Background: an optimization exercise with open tools, aiming at small area and a short achievable clock period. Do not read the settings as production practice. In this exercise RTL edits were held to simulation tests only and were not proved equivalent to the original. Power and IR drop assume default switching activity.

## flow/constraint.sdc

```tcl
create_clock -name core_clock -period 100.0 [get_ports {CP}]
set_input_delay 20.0000 -clock core_clock [delete_from_list [all_inputs] [get_ports {CP}]]
set_output_delay 20.0000 -clock core_clock [all_outputs]
set_load 0.01 [all_outputs]
```

## flow/config.mk

```make
export PLATFORM = sky130hd
export DESIGN_NAME = piano_top
export DESIGN_NICKNAME = piano_top
export VERILOG_FILES = /design/flow/design.v
export SDC_FILE = /design/flow/constraint.sdc
export NUM_CORES = 4
export LEC_CHECK = 0
export CAP_MARGIN = 20
export CORE_MARGIN = 2
export CORE_UTILIZATION = 40
export SLEW_MARGIN = 20
```

## flow/flow/run.sh

```bash
#!/bin/bash
# The standard layout, with two changes: synthesis maps arithmetic to plain
# gates (no Kogge-Stone carry map, no full-adder cells) with an area-oriented ABC
# script (flow/my_synth.tcl), and the
# port buffers are the smallest buffer cell. Output goes to standard.log.
set -euo pipefail
here=$(pwd)
bash standard.sh SYNTH_SCRIPT=$here/flow/my_synth.tcl \
  "BUFFER_PORTS_ARGS=-buffer_cell sky130_fd_sc_hd__buf_1" ADDER_MAP_FILE= \
  finish > standard.log 2>&1
```

## flow/standard.sh

```bash
#!/bin/bash
# synth_recipe.tcl (not shown) runs the flow's synth.tcl, then flattens the netlist and writes it again
# the make line also repeats each setting of config.mk as NAME=value (left out here)
make -C /OpenROAD-flow-scripts/flow DESIGN_CONFIG=/design/flow/config.mk WORK_HOME=/design/flow/orfs CLKGATE_MAP_FILE= SYNTH_SCRIPT=/design/flow/synth_recipe.tcl "${@:-finish}"
```

## flow/design.v

```verilog
module Clkdiv (
    input CP,
    input clr,
    output pix_en,    
    output reg s,     
    output key_en,    
    output beat       
);
    reg[1:0] p;
    always @(posedge CP, posedge clr)
        if (clr) p <= 0;
        else p <= p + 1'b1;
    assign pix_en = (p == 2'b01);
    reg[10:0] kq;
    assign key_en = (kq == 11'h4ff);
    always @(posedge CP, posedge clr)
        if (clr) kq <= 11'h0ff;
        else kq <= {kq[9:0], kq[10] ^ kq[8] ^ key_en};
    reg[11:0] bq;
    assign beat = (bq == 12'hf55);
    always @(posedge CP, posedge clr)
        if (clr) bq <= 12'h755;
        else bq <= {bq[10:0], bq[11] ^ bq[10] ^ bq[9] ^ bq[3] ^ beat};
    reg[18:0] sq;
    wire s_flip = (sq == 19'h555fe);
    always @(posedge CP, posedge clr)
        if (clr) sq <= 19'h003e6;
        else sq <= {sq[17:0], sq[18] ^ sq[17] ^ sq[16] ^ sq[13] ^ s_flip};
    always @(posedge CP, posedge clr)
        if (clr) s <= 0;
        else if (s_flip) s <= ~s;
endmodule
module Key_dejitter (
    input CP,
    input clr,
    input key_en,
    input[4:0] Button,
    output reg[2:0] k
);
    wire[2:0] nkeys = Button[4] + Button[3] + Button[2] + Button[1] + Button[0];
    always @(posedge CP, posedge clr)
        if (clr) k <= 0;
        else if (key_en) begin
            if (nkeys > 1) k <= 0;
            else k <= {Button[1] | Button[0], Button[3] | Button[2] | Button[0],
                       Button[4] | Button[2] | Button[1]};
        end
endmodule
module Free_play (
    input[2:0] sw,
    input[2:0] k,
    output[1:0] o,
    output[2:0] t
);
    wire up = sw[0] & ~(sw[2] & sw[1]);
    assign o = {sw[2] & ~sw[1], sw[1] & ~sw[2]};
    assign t = (up && (k == 3'd3)) ? 3'd4 : (up && (k == 3'd6)) ? 3'd7 : k;
endmodule
module Auto_play (
    input CP,
    input clr,
    input beat,
    input[1:0] sw,
    output reg[4:0] auto_note,
    output[10:0] rb         
);
    reg[10:0] rc;
    reg rm;
    wire[10:0] ar = rm ? rc : 11'd0;    
    assign rb = rm ? 11'd0 : rc;
    wire auto_sw = sw[1] ^ sw[0];
    always @(posedge CP, posedge clr)
        if (clr) begin
            rc <= 0;
            rm <= 0;
        end else if (beat) begin
            if (auto_sw) begin
                rc <= ar + 1'b1;
                rm <= 1'b1;
            end else if (sw[1]) begin
                rc <= rb + 1'b1;
                rm <= 1'b0;
            end else
                rc <= 0;
        end
    reg song1_set, song2_set;
    reg[4:0] song1_note, song2_note;
    always @(*) begin
        song1_set=1'b1; song1_note=5'd0;
        case (ar)
            11'd0: song1_note=5'd0;
            11'd1: song1_note=5'd1;
            11'd3: song1_note=5'd4;
            11'd6: song1_note=5'd0;
            11'd7: song1_note=5'd5;
            11'd8: song1_note=5'd6;
            11'd9: song1_note=5'd7;
            11'd12: song1_note=5'd0;
            11'd13: song1_note=5'd6;
            11'd14: song1_note=5'd5;
            11'd15: song1_note=5'd6;
            11'd18: song1_note=5'd0;
            11'd19: song1_note=5'd5;
            11'd20: song1_note=5'd4;
            11'd21: song1_note=5'd5;
            11'd23: song1_note=5'd2;
            11'd26: song1_note=5'd0;
            11'd27: song1_note=5'd4;
            11'd30: song1_note=5'd0;
            11'd31: song1_note=5'd4;
            11'd32: song1_note=5'd5;
            11'd33: song1_note=5'd3;
            11'd35: song1_note=5'd2;
            11'd38: song1_note=5'd1;
            11'd39: song1_note=5'd2;
            11'd41: song1_note=5'd6;
            11'd48: song1_note=5'd0;
            11'd49: song1_note=5'd1;
            11'd51: song1_note=5'd4;
            11'd54: song1_note=5'd0;
            11'd55: song1_note=5'd5;
            11'd56: song1_note=5'd6;
            11'd57: song1_note=5'd7;
            11'd60: song1_note=5'd0;
            11'd61: song1_note=5'd6;
            11'd62: song1_note=5'd5;
            11'd63: song1_note=5'd6;
            11'd66: song1_note=5'd0;
            11'd67: song1_note=5'd5;
            11'd68: song1_note=5'd4;
            11'd69: song1_note=5'd5;
            11'd71: song1_note=5'd2;
            11'd74: song1_note=5'd0;
            11'd75: song1_note=5'd4;
            11'd78: song1_note=5'd0;
            11'd79: song1_note=5'd4;
            11'd80: song1_note=5'd5;
            11'd81: song1_note=5'd3;
            11'd83: song1_note=5'd2;
            11'd86: song1_note=5'd1;
            11'd87: song1_note=5'd2;
            11'd96: song1_note=5'd0;
            11'd97: song1_note=5'd6;
            11'd98: song1_note=5'd7;
            11'd99: song1_note=5'd9;
            11'd102: song1_note=5'd0;
            11'd103: song1_note=5'd9;
            11'd104: song1_note=5'd10;
            11'd105: song1_note=5'd7;
            11'd107: song1_note=5'd6;
            11'd109: song1_note=5'd5;
            11'd111: song1_note=5'd6;
            11'd114: song1_note=5'd0;
            11'd115: song1_note=5'd11;
            11'd117: song1_note=5'd7;
            11'd119: song1_note=5'd6;
            11'd122: song1_note=5'd5;
            11'd123: song1_note=5'd6;
            11'd127: song1_note=5'd5;
            11'd128: song1_note=5'd4;
            11'd129: song1_note=5'd3;
            11'd133: song1_note=5'd2;
            11'd134: song1_note=5'd1;
            11'd135: song1_note=5'd2;
            11'd137: song1_note=5'd6;
            11'd146: song1_note=5'd0;
            11'd147: song1_note=5'd0;
            11'd148: song1_note=5'd6;
            11'd149: song1_note=5'd7;
            11'd150: song1_note=5'd9;
            11'd153: song1_note=5'd0;
            11'd154: song1_note=5'd9;
            11'd155: song1_note=5'd10;
            11'd156: song1_note=5'd7;
            11'd158: song1_note=5'd6;
            11'd160: song1_note=5'd5;
            11'd162: song1_note=5'd6;
            11'd165: song1_note=5'd0;
            11'd166: song1_note=5'd11;
            11'd168: song1_note=5'd7;
            11'd170: song1_note=5'd6;
            11'd173: song1_note=5'd5;
            11'd174: song1_note=5'd6;
            11'd178: song1_note=5'd5;
            11'd179: song1_note=5'd4;
            11'd180: song1_note=5'd3;
            11'd184: song1_note=5'd2;
            11'd185: song1_note=5'd1;
            11'd186: song1_note=5'd2;
            11'd196: song1_note=5'd0;
            default: song1_set=1'b0;
        endcase
    end
    always @(*) begin
        song2_set=1'b1; song2_note=5'd0;
        case (ar)
            11'd0: song2_note=5'd0;
            11'd2: song2_note=5'd3;
            11'd4: song2_note=5'd2;
            11'd5: song2_note=5'd1;
            11'd7: song2_note=5'd2;
            11'd8: song2_note=5'd3;
            11'd10: song2_note=5'd4;
            11'd11: song2_note=5'd5;
            11'd13: song2_note=5'd0;
            11'd14: song2_note=5'd3;
            11'd15: song2_note=5'd2;
            11'd16: song2_note=5'd1;
            11'd17: song2_note=5'd23;
            11'd19: song2_note=5'd22;
            11'd20: song2_note=5'd23;
            11'd22: song2_note=5'd1;
            11'd23: song2_note=5'd21;
            11'd25: song2_note=5'd0;
            11'd26: song2_note=5'd22;
            11'd27: song2_note=5'd21;
            11'd28: song2_note=5'd20;
            11'd29: song2_note=5'd19;
            11'd31: song2_note=5'd21;
            11'd32: song2_note=5'd1;
            11'd34: song2_note=5'd3;
            11'd35: song2_note=5'd2;
            11'd37: song2_note=5'd1;
            11'd38: song2_note=5'd2;
            11'd40: song2_note=5'd22;
            11'd41: song2_note=5'd1;
            11'd43: song2_note=5'd23;
            11'd44: song2_note=5'd23;
            11'd46: song2_note=5'd1;
            11'd47: song2_note=5'd2;
            11'd49: song2_note=5'd0;
            default: song2_set=1'b0;
        endcase
    end
    always @(posedge CP, posedge clr)
        if (clr) auto_note <= 0;
        else if (beat) begin
            if (sw == 2'b10) begin
                if (song1_set) auto_note <= song1_note;
            end else if (sw == 2'b01) begin
                if (song2_set) auto_note <= song2_note;
            end else
                auto_note <= 5'b11000;
        end
endmodule
module Select_frequency (
    input[1:0] sw,
    input[1:0] free_o,
    input[2:0] free_t,
    input[4:0] auto_note,
    output[1:0] o,
    output[2:0] t,
    output idle       
);
    wire auto_sw = sw[1] ^ sw[0];
    assign o = auto_sw ? auto_note[4:3] : free_o;
    assign t = auto_sw ? auto_note[2:0] : free_t;
    assign idle = auto_sw & (auto_note == 5'b11000);
endmodule
module Generate_melody (
    input CP,
    input clr,
    input[1:0] o,
    input[2:0] t,
    input idle,
    output reg melody
);
    reg[17:0] half;
    always @(*)
        case ({o, t})
            5'b10001: half = 190839;
            5'b10010: half = 170068;
            5'b10011: half = 151515;
            5'b10100: half = 143266;
            5'b10101: half = 127551;
            5'b10110: half = 113636;
            5'b10111: half = 101214;
            5'b00001: half = 95602;
            5'b00010: half = 85178;
            5'b00011: half = 75872;
            5'b00100: half = 71530;
            5'b00101: half = 63775;
            5'b00110: half = 56818;
            5'b00111: half = 50607;
            5'b01001: half = 47801;
            5'b01010: half = 42553;
            5'b01011: half = 37936;
            5'b01100: half = 35765;
            5'b01101: half = 31867;
            5'b01110: half = 28376;
            5'b01111: half = 25290;
            default: half = idle ? 18'd25012 : 18'd1;
        endcase
    reg[17:0] count;
    reg change;
    always @(posedge CP, posedge clr)
        if (clr) begin
            count <= 0;
            change <= 0;
        end else if (count < half) begin
            count <= count + 1'b1;
            change <= 0;
        end else begin
            count <= 0;
            change <= 1;
        end
    always @(posedge CP, posedge clr)
        if (clr) melody <= 0;
        else if (change) melody <= ~melody;
endmodule
module Display_melody (
    input s,
    input[4:0] sw,
    input[2:0] k,            
    input[4:0] auto_note,
    output[6:0] a_to_g,
    output[3:0] an
);
    function [6:0] seg;
        input[3:0] d;
        case (d)
            4'h1: seg = 7'b100_1111;
            4'h2: seg = 7'b001_0010;
            4'h3: seg = 7'b000_0110;
            4'h4: seg = 7'b100_1100;
            4'h5: seg = 7'b010_0100;
            4'h6: seg = 7'b010_0000;
            4'h7: seg = 7'b000_1111;
            4'hA: seg = 7'b111_0111;
            4'hB: seg = 7'b111_1110;
            4'hC: seg = 7'b011_1111;
            default: seg = 7'b000_0001;
        endcase
    endfunction
    function [6:0] mark;
        input[1:0] o;
        mark = (o == 2'b01) ? seg(4'hC) : (o == 2'b10) ? seg(4'hA) : seg(4'hB);
    endfunction
    wire auto_sw = sw[1] ^ sw[0];
    wire up = sw[2] & ~(sw[4] & sw[3]);
    wire[2:0] kup = (k == 3'd3) ? 3'd4 : (k == 3'd6) ? 3'd7 : k;
    wire[6:0] seg_k = seg({1'b0, k});
    wire[6:0] seg_kup = seg({1'b0, kup});
    wire[6:0] seg_auto = seg({1'b0, auto_note[2:0]});
    wire[6:0] mark_auto = mark(auto_note[4:3]);
    wire auto_tone = auto_note[2:0] != 3'd0;
    wire[6:0] mark_sw = mark(sw[4:3]);
    assign a_to_g = s ? ((auto_sw & auto_tone) ? mark_auto : mark_sw)
                      : (auto_sw ? seg_auto : (up ? seg_kup : seg_k));
    assign an = s ? 4'b1101 : 4'b1110;
endmodule
module VGA_640x480 (
    input CP,
    input clr,
    input pix_en,
    output hsync,
    output vsync,
    output reg[9:0] hc,
    output reg[9:0] vc
);
    reg vsenable;
    always @(posedge CP, posedge clr)
        if (clr) begin
            hc <= 0;
            vsenable <= 0;
        end else if (pix_en) begin
            if (hc == 10'd799) begin
                hc <= 0;
                vsenable <= 1;
            end else begin
                hc <= hc + 1'b1;
                vsenable <= 0;
            end
        end
    always @(posedge CP, posedge clr)
        if (clr) vc <= 0;
        else if (pix_en && vsenable) vc <= (vc == 10'd520) ? 10'd0 : vc + 1'b1;
    assign hsync = (hc >= 10'd96);
    assign vsync = (vc >= 10'd2);
endmodule
module Press_signal (
    input[9:0] hc,
    output reg[4:0] pcol
);
    always @(*) begin
        if (hc >= 10'd149 && hc < 10'd169) pcol = 5'd17;
        else if (hc >= 10'd180 && hc < 10'd200) pcol = 5'd18;
        else if (hc >= 10'd210 && hc < 10'd230) pcol = 5'd19;
        else if (hc >= 10'd241 && hc < 10'd261) pcol = 5'd20;
        else if (hc >= 10'd271 && hc < 10'd291) pcol = 5'd21;
        else if (hc >= 10'd301 && hc < 10'd321) pcol = 5'd22;
        else if (hc >= 10'd332 && hc < 10'd352) pcol = 5'd23;
        else if (hc >= 10'd362 && hc < 10'd382) pcol = 5'd1;
        else if (hc >= 10'd395 && hc < 10'd415) pcol = 5'd2;
        else if (hc >= 10'd423 && hc < 10'd443) pcol = 5'd3;
        else if (hc >= 10'd454 && hc < 10'd474) pcol = 5'd4;
        else if (hc >= 10'd484 && hc < 10'd504) pcol = 5'd5;
        else if (hc >= 10'd515 && hc < 10'd535) pcol = 5'd6;
        else if (hc >= 10'd545 && hc < 10'd565) pcol = 5'd7;
        else if (hc >= 10'd575 && hc < 10'd595) pcol = 5'd9;
        else if (hc >= 10'd606 && hc < 10'd626) pcol = 5'd10;
        else if (hc >= 10'd637 && hc < 10'd657) pcol = 5'd11;
        else if (hc >= 10'd667 && hc < 10'd687) pcol = 5'd12;
        else if (hc >= 10'd697 && hc < 10'd717) pcol = 5'd13;
        else if (hc >= 10'd728 && hc < 10'd748) pcol = 5'd14;
        else if (hc >= 10'd758 && hc < 10'd778) pcol = 5'd15;
        else pcol = 5'b11111;
    end
endmodule
module Bar (
    input[10:0] rb,
    input[9:0] hc,
    input[9:0] vc,
    output in_bar
);
    reg[3:0] a;
    reg bf;
    always @(*) begin
        if (vc >= 10'd281) a = 11;
        else if (vc >= 10'd256) a = 10;
        else if (vc >= 10'd231) a = 9;
        else if (vc >= 10'd206) a = 8;
        else if (vc >= 10'd181) a = 7;
        else if (vc >= 10'd156) a = 6;
        else if (vc >= 10'd131) a = 5;
        else if (vc >= 10'd106) a = 4;
        else if (vc >= 10'd81) a = 3;
        else if (vc >= 10'd56) a = 2;
        else a = 1;
        bf = !(vc == 10'd31 || vc == 10'd56 || vc == 10'd81 || vc == 10'd106 ||
               vc == 10'd131 || vc == 10'd156 || vc == 10'd181 || vc == 10'd206 ||
               vc == 10'd231 || vc == 10'd256 || vc == 10'd281);
    end
    wire[10:0] tau = rb - a;
    wire[6:0] bcol;
    reg[6:0] cov;
    always @(*)
        case (tau[6:0])
            7'd3: cov[0] = 1'b1;
            7'd4: cov[0] = (bf ? 1'b1 : 1'b0);
            7'd35: cov[0] = 1'b1;
            7'd36: cov[0] = (bf ? 1'b1 : 1'b0);
            7'd39: cov[0] = 1'b1;
            7'd40: cov[0] = (bf ? 1'b1 : 1'b0);
            7'd61: cov[0] = (a >= 4'd5);
            7'd62: cov[0] = (a >= 4'd4);
            7'd63: cov[0] = (a >= 4'd3);
            7'd64: cov[0] = (a >= 4'd2);
            7'd65: cov[0] = 1'b1;
            7'd66: cov[0] = (bf ? 1'b1 : 1'b0);
            default: cov[0] = 1'b0;
        endcase
    always @(*)
        case (tau[6:0])
            7'd45: cov[1] = (a >= 4'd2);
            7'd46: cov[1] = 1'b1;
            7'd47: cov[1] = (bf ? 1'b1 : 1'b0);
            7'd59: cov[1] = 1'b1;
            7'd60: cov[1] = (bf ? 1'b1 : 1'b0);
            default: cov[1] = 1'b0;
        endcase
    always @(*)
        case (tau[6:0])
            7'd43: cov[2] = 1'b1;
            7'd44: cov[2] = (bf ? 1'b1 : 1'b0);
            7'd48: cov[2] = (bf ? 1'b1 : 1'b0);
            7'd56: cov[2] = (bf ? 1'b1 : 1'b0);
            default: cov[2] = 1'b0;
        endcase
    always @(*)
        case (tau[6:0])
            7'd17: cov[3] = 1'b1;
            7'd18: cov[3] = (bf ? 1'b1 : 1'b0);
            7'd19: cov[3] = (bf ? 1'b1 : 1'b0);
            7'd20: cov[3] = (bf ? 1'b1 : 1'b0);
            7'd27: cov[3] = 1'b1;
            7'd28: cov[3] = (bf ? 1'b1 : 1'b0);
            7'd37: cov[3] = 1'b1;
            7'd38: cov[3] = (bf ? 1'b1 : 1'b0);
            7'd41: cov[3] = 1'b1;
            7'd42: cov[3] = (bf ? 1'b1 : 1'b0);
            7'd49: cov[3] = 1'b1;
            7'd50: cov[3] = (bf ? 1'b1 : 1'b0);
            7'd57: cov[3] = 1'b1;
            7'd58: cov[3] = (bf ? 1'b1 : 1'b0);
            default: cov[3] = 1'b0;
        endcase
    always @(*)
        case (tau[6:0])
            7'd13: cov[4] = (a >= 4'd3);
            7'd14: cov[4] = (a >= 4'd2);
            7'd15: cov[4] = 1'b1;
            7'd16: cov[4] = (bf ? 1'b1 : 1'b0);
            7'd25: cov[4] = 1'b1;
            7'd26: cov[4] = (bf ? 1'b1 : 1'b0);
            7'd29: cov[4] = (a >= 4'd5);
            7'd30: cov[4] = (a >= 4'd4);
            7'd31: cov[4] = (a >= 4'd3);
            7'd32: cov[4] = (a >= 4'd2);
            7'd33: cov[4] = 1'b1;
            7'd34: cov[4] = (bf ? 1'b1 : 1'b0);
            7'd51: cov[4] = (bf ? 1'b1 : 1'b0);
            7'd52: cov[4] = (bf ? 1'b1 : 1'b0);
            7'd53: cov[4] = (a >= 4'd2);
            7'd54: cov[4] = 1'b1;
            7'd55: cov[4] = (bf ? 1'b1 : 1'b0);
            default: cov[4] = 1'b0;
        endcase
    always @(*)
        case (tau[6:0])
            7'd5: cov[5] = (a >= 4'd2);
            7'd6: cov[5] = 1'b1;
            7'd7: cov[5] = (bf ? 1'b1 : 1'b0);
            7'd8: cov[5] = (bf ? 1'b1 : 1'b0);
            7'd11: cov[5] = 1'b1;
            7'd12: cov[5] = (bf ? 1'b1 : 1'b0);
            7'd23: cov[5] = 1'b1;
            7'd24: cov[5] = (bf ? 1'b1 : 1'b0);
            default: cov[5] = 1'b0;
        endcase
    always @(*)
        case (tau[6:0])
            7'd9: cov[6] = 1'b1;
            7'd10: cov[6] = (bf ? 1'b1 : 1'b0);
            7'd21: cov[6] = 1'b1;
            7'd22: cov[6] = (bf ? 1'b1 : 1'b0);
            default: cov[6] = 1'b0;
        endcase
    assign bcol[0] = (hc > 10'd484) && (hc < 10'd504);
    assign bcol[1] = (hc > 10'd515) && (hc < 10'd535);
    assign bcol[2] = (hc > 10'd545) && (hc < 10'd565);
    assign bcol[3] = (hc > 10'd575) && (hc < 10'd595);
    assign bcol[4] = (hc > 10'd606) && (hc < 10'd626);
    assign bcol[5] = (hc > 10'd637) && (hc < 10'd657);
    assign bcol[6] = (hc > 10'd667) && (hc < 10'd687);
    assign in_bar = (tau[10:7] == 0) && |(cov & bcol);
endmodule
module VGA_picture (
    input CP,
    input pix_en,
    input[9:0] hc,
    input[9:0] vc,
    input[11:0] rom_data,
    output[16:0] rom_addr,
    input[4:0] sw,
    input[2:0] k,
    input[4:0] auto_note,
    input[4:0] pcol,         
    input in_bar,
    output[3:0] red,green,blue
);
    wire[10:0] xpix = {1'b0, hc} - 11'd144;
    assign rom_addr = {vc, 7'd0} + {vc, 9'd0} + {6'd0, xpix} + 17'd81664;
    reg[11:0] M;
    always @(posedge CP)
        if (pix_en) M <= rom_data;
    wire hvis = (hc >= 10'd144) && (hc < 10'd784);
    wire sprite_on = hvis && (vc >= 10'd282) && (vc < 10'd471);
    wire vidon = hvis && (vc >= 10'd31) && (vc < 10'd471);
    wire mark_row = sprite_on && (vc >= 10'd431) && (vc < 10'd451);
    wire[11:0] base = sprite_on ? M : (vidon && in_bar) ? 12'h9ff : 12'h000;
    wire auto_sw = sw[1] ^ sw[0];
    wire up = sw[2] & ~(sw[4] & sw[3]);
    wire[2:0] kup = (k == 3'd3) ? 3'd4 : (k == 3'd6) ? 3'd7 : k;
    wire hit_auto = (auto_note == pcol);
    wire hit_k = (k == pcol[2:0]);
    wire hit_kup = (kup == pcol[2:0]);
    wire oct_ok = (sw[4:3] == 2'b10) ? (pcol[4:3] == 2'b10) :
                  (sw[4:3] == 2'b01) ? (pcol[4:3] == 2'b01) : (pcol[4:3] == 2'b00);
    wire hit = auto_sw ? hit_auto : (oct_ok & (up ? hit_kup : hit_k));
    wire mark = mark_row & hit;
    assign red = base[11:8] | {4{mark}};
    assign green = base[7:4] & ~{4{mark}};
    assign blue = base[3:0] & ~{4{mark}};
endmodule
module piano_top (
    input CP,
    input clr,
    input[4:0] sw,
    input[4:0] Button,
    input[11:0] rom_data,
    output[16:0] rom_addr,
    output melody,
    output[4:0] led,
    output[6:0] a_to_g,
    output[3:0] an,
    output hsync,vsync,
    output[3:0] red,green,blue
);
    wire pix_en, s, key_en, beat;
    wire[2:0] k;
    wire[1:0] free_o, o;
    wire[2:0] free_t, t;
    wire[4:0] auto_note, pcol;
    wire[10:0] rb;
    wire idle, in_bar;
    wire[9:0] hc, vc;
    assign led = sw;
    Clkdiv U1(.CP(CP), .clr(clr), .pix_en(pix_en), .s(s), .key_en(key_en), .beat(beat));
    Key_dejitter U2(.CP(CP), .clr(clr), .key_en(key_en), .Button(Button), .k(k));
    Free_play U3(.sw(sw[4:2]), .k(k), .o(free_o), .t(free_t));
    Auto_play U4(.CP(CP), .clr(clr), .beat(beat), .sw(sw[1:0]), .auto_note(auto_note), .rb(rb));
    Select_frequency U5(.sw(sw[1:0]), .free_o(free_o), .free_t(free_t), .auto_note(auto_note),
                        .o(o), .t(t), .idle(idle));
    Generate_melody U6(.CP(CP), .clr(clr), .o(o), .t(t), .idle(idle), .melody(melody));
    Display_melody U7(.s(s), .sw(sw), .k(k), .auto_note(auto_note), .a_to_g(a_to_g), .an(an));
    VGA_640x480 U8(.CP(CP), .clr(clr), .pix_en(pix_en), .hsync(hsync), .vsync(vsync),
                   .hc(hc), .vc(vc));
    Press_signal U9(.hc(hc), .pcol(pcol));
    Bar U10(.rb(rb), .hc(hc), .vc(vc), .in_bar(in_bar));
    VGA_picture U11(.CP(CP), .pix_en(pix_en), .hc(hc), .vc(vc), .rom_data(rom_data),
                    .rom_addr(rom_addr), .sw(sw), .k(k), .auto_note(auto_note), .pcol(pcol),
                    .in_bar(in_bar), .red(red), .green(green), .blue(blue));
endmodule
```

## flow/flow/area.abc

```
strash; ifraig; dc2; dc2; dc2; &get -n; &st; &dch -f; &nf -a -R 1000; &put; topo
```

## flow/flow/my_synth.tcl

```tcl
# The standard flow's synthesis (ORFS synth.tcl, without Yosys's fsm and share passes), with
# ripple arithmetic instead of the Kogge-Stone carry map and an area-oriented
# ABC script.
set my_dir [file dirname [file normalize [info script]]]
proc synth {args} {
  set out {}
  set skip 0
  foreach a $args {
    if {$skip} { set skip 0; continue }
    if {$a eq "-extra-map"} { set skip 1; continue }
    lappend out $a
  }
  yosys synth -nofsm -noshare {*}$out
}
proc abc {args} {
  global my_dir
  set out {}
  set skip 0
  foreach a $args {
    if {$skip} { set skip 0; continue }
    if {$a eq "-script"} { set skip 1; continue }
    lappend out $a
  }
  yosys abc -script $my_dir/area.abc {*}$out
}
source $::env(SCRIPTS_DIR)/synth.tcl
# left out here: clear keep_hierarchy, flatten, clean up, hide names made inside functions, write 1_2_yosys.v
```

==> summary.txt <==
area by class of cell:
class                   count  area (µm²)
inverters                  17        66.3
fillers                  2279       12300
clock buffers              17         425
flip-flops and latches    118        3040
clock inverters            15         155
well taps                 285         357
repair buffers             79         334
multi-input cells        1077        6080
power breakdown:
part           leakage [nW]  internal [mW]  switching, mW  total, mW
combinational          2.41        0.00676         0.0110     0.0177
sequential             1.46         0.0505        0.00275     0.0532
clock                 0.284         0.0333         0.0267     0.0600
state kept, by name, summed over array words and instances (netlist names):
signal / cells
U1.bq: 12
U1.kq: 11
U1.p: 2
U1.s: 1
U1.sq: 19
U11.M: 12
U2.k: 3
U4.auto_note: 5
U4.rc: 11
U4.rm: 1
U6.change: 1
U6.count: 18
U6.melody: 1
U8.hc: 10
U8.vc: 10
U8.vsenable: 1
path summary, 6_finish.rpt:
kind | end | slack [ns] | cells after the start
max | red[3] | 57.15 | 9
min in group asynchronous | U1.s$_DFFE_PP0N_ | 19.63 | 2
min | U1.kq[1]$_DFF_PP1_ | 0.36 | 0
max reg2reg | U6.count[13]$_DFF_PP0_ | 94.44 | 24
max in group asynchronous | U1.p[1]$_DFF_PP0_ | 79.17 | 3
min reg2reg | U1.kq[1]$_DFF_PP1_ | 0.36 | 0
worst max-delay path, stage by stage:
cell,delay (ns)
buf_1,0.18
nand2b_1,0.22
and2_0,0.56
o211ai_1,0.17
o41ai_1,0.80
and3_1,0.49
nand2b_1,0.18
a21o_1,0.10
buf_1,0.14
per-layer routing:
layer | global-route usage | up-vias | share of wire
li1 | - | 4753 | -
met1 | 0.353 | 4703 | 0.46
met2 | 0.359 | 529 | 0.43
met3 | 0.0358 | 92 | 0.082
met4 | 0.0874 | 0 | 0.032
met5 | 0 | - | 0
kinds of logic (layout without fill, tap and decap cells):
family                   count (synthesis)  after routing  synth area share
XOR/XNOR                                78             78            0.0737
buffers and inverters                   29            128            0.0166
other                                    1              2          0.000405
AND/OR/NAND/NOR                        639            639             0.330
adder cells (fa/ha/maj)                  8              8           0.00864
AO/OA/AOI/OAI                          347            347             0.239
flip-flops                             118            118             0.328
multiplexers                             3              3           0.00338
cell usage in the layout (no fill, tap or decap), drive strengths merged, types with 20 or more instances in the layout:
master	Yosys	layout
buf	12	79
nand3	56	56
nor3	57	57
dfstp	22	22
a21oi	97	97
clkinv	17	20
o21ai	74	74
xnor2	42	42
nor2b	24	24
nand2	155	155
and2	21	21
nand2b	24	24
xor2	36	36
nand4	27	27
dfrtp	84	84
nor2	192	192
a31oi	27	27
metrics by stage:
stage,utilization,instances
floorplan,-,1224
global placement,0.435,1576
detailed placement,0.435,1576
CTS,0.460,1608
global route,0.460,1608
finish,0.460,1608
==> summary.txt <==
- Status: no timing/DRC/antenna violations
- Initial antenna violation count: 0
- Final worst setup slack: 57.15 ns
- Most frequent cell after synthesis: nor2_1
- Die Width: 156 µm
- Post-place setup slack: 57.30 ns
- NumNets Final: 1334
- Kind of critical path: input port to output pin
- I/O pin cnt: 72
- Initial core utilization: 0.408
- Clk pin slew, worst setup/hold paths: 0.06 ns
- DRC marker count from the first detailed-route iteration: 1268
- Placeable core area: between 20000 and 25000 µm²
- FMAX: about 0.023 GHz
- CP max FO: 11
- Max cap viols: 0
- Routed WL: about 30000 µm
- Top post-synthesis cells by area: dfrtp_1 23%, nor2_1 7.8%, nand2_1 6.3%
- CP arrival: 22.85 ns
- Crit path capture type: output pin
- Ys async rst share: 0.898
- Area leader, netlist: dfrtp_1
- EDFF count, synth: 12
- Via/cell ratio: 6.27
- RSZ-0062 raised after global routing: no
- Final setup TNS: 0 ns
- PwrDens: 12.5 nW/µm²
- Area growth syn-to-layout: 12.9%
- Yosys warns: 9
- CTS Buf Count: 17
- Mapped Cells: around 1.2k
- Syn_area_per_cell: about 7.6 µm²
- Vias in the first global route: 9091
- First-pass GRT wire length: 47600 µm
- Pre-antenna DRT Iters: 7
- Port Buf Inserts: 69
- Longest Clk Path Bufs: 2
- # Post-CTS Setup Buffers: 0
- Reg-to-Reg Start: U2.k[2]$_DFFE_PP0N_
- Slew headroom: 0.357
- ANT nets after route: 0
- Final instance area: 10500 µm²
- Setup crit start: sw[0]
- Max Clock Skew: 0.0100 ns
- Final-report max-slew violation count: 0
- Post-synth top cells: 192 x nor2_1, 155 x nand2_1, 97 x a21oi_1
- Antenna cells: 0
- DRC Markers: 0
- Die H: 156 µm
- All-layer global routing usage: 0.241
- Hold Path Origin: U1.kq[0]$_DFF_PP1_
- Placer Congestion: 0.967
- Clock Sinks: 118
- Hold buffers post-CTS: 0
- Tmin final: 42.85 ns
- Slew @ Worst Pin: around 0.95 ns
- Setup violations, final: 0
- Synth Register Bits: around 120
- Synth top area share: 0.227
- Clock latency on the worst-skew pair: 0.43 ns
- FP Rows: 55
- Hpwl dp: approximately 21000 µm
- WHS: 0.364 ns
- DIE AREA: ~24000 µm²
- H-tree Lvls: 4
- Share of cells above drive strength 1: 0.0499
- Final Total Pwr: 0.131 mW
- CP required: 80.00 ns
- Post-Syn Area: 9260 µm²
- Leakage: 4.16 nW
- TritonCTS clock tree: built
- Hold Crit Class: flip-flop to flip-flop
- Total congestion overflow: 0
- Root Driver: clkbuf_16
- Max VDD drop: 0.00901 mV
- Vias: 10.1k
- Post-cts sizing count: 0
- Synth Flop Type: dfrtp_1
- Count of final hold-check violations: 0
- Largest net degree at the start of global routing: 59
- Setup crit start kind: input port
- Cell area after placement: 9870 µm²
- WL/cell: 18.4 µm
- Seq/Total Area, Yosys: 0.328
- Synth cell types: 63
- Period utilisation layout: 0.428

## re-timing with driven ports
No port has a modelled driver above. Below, the same layout with a new extraction and two added sets of constraints. Step 1, drivers: a clkbuf_16 drives CP and a buf_2 each remaining input, both assumed. Step 2 also shifts input and output timing later by t, the mid clock arrival at the registers, as if the neighbouring blocks saw the same clock. Slacks: no drivers / after step 1 / after step 2; pairs: no drivers / after step 1.
shift t [ns]: 0.470
setup WS [ns]: 57.154 / 57.132 / 57.132
hold WS [ns]: 0.364 / 0.364 / 0.364
worst register clock-pin slew, ns: 0.07 / 0.07
pins driven straight from the clock port: 1
After both steps setup and hold are still met in this run. The setup slack of this run moves by -0.022 ns with the drivers and by -0.022 ns with both steps.
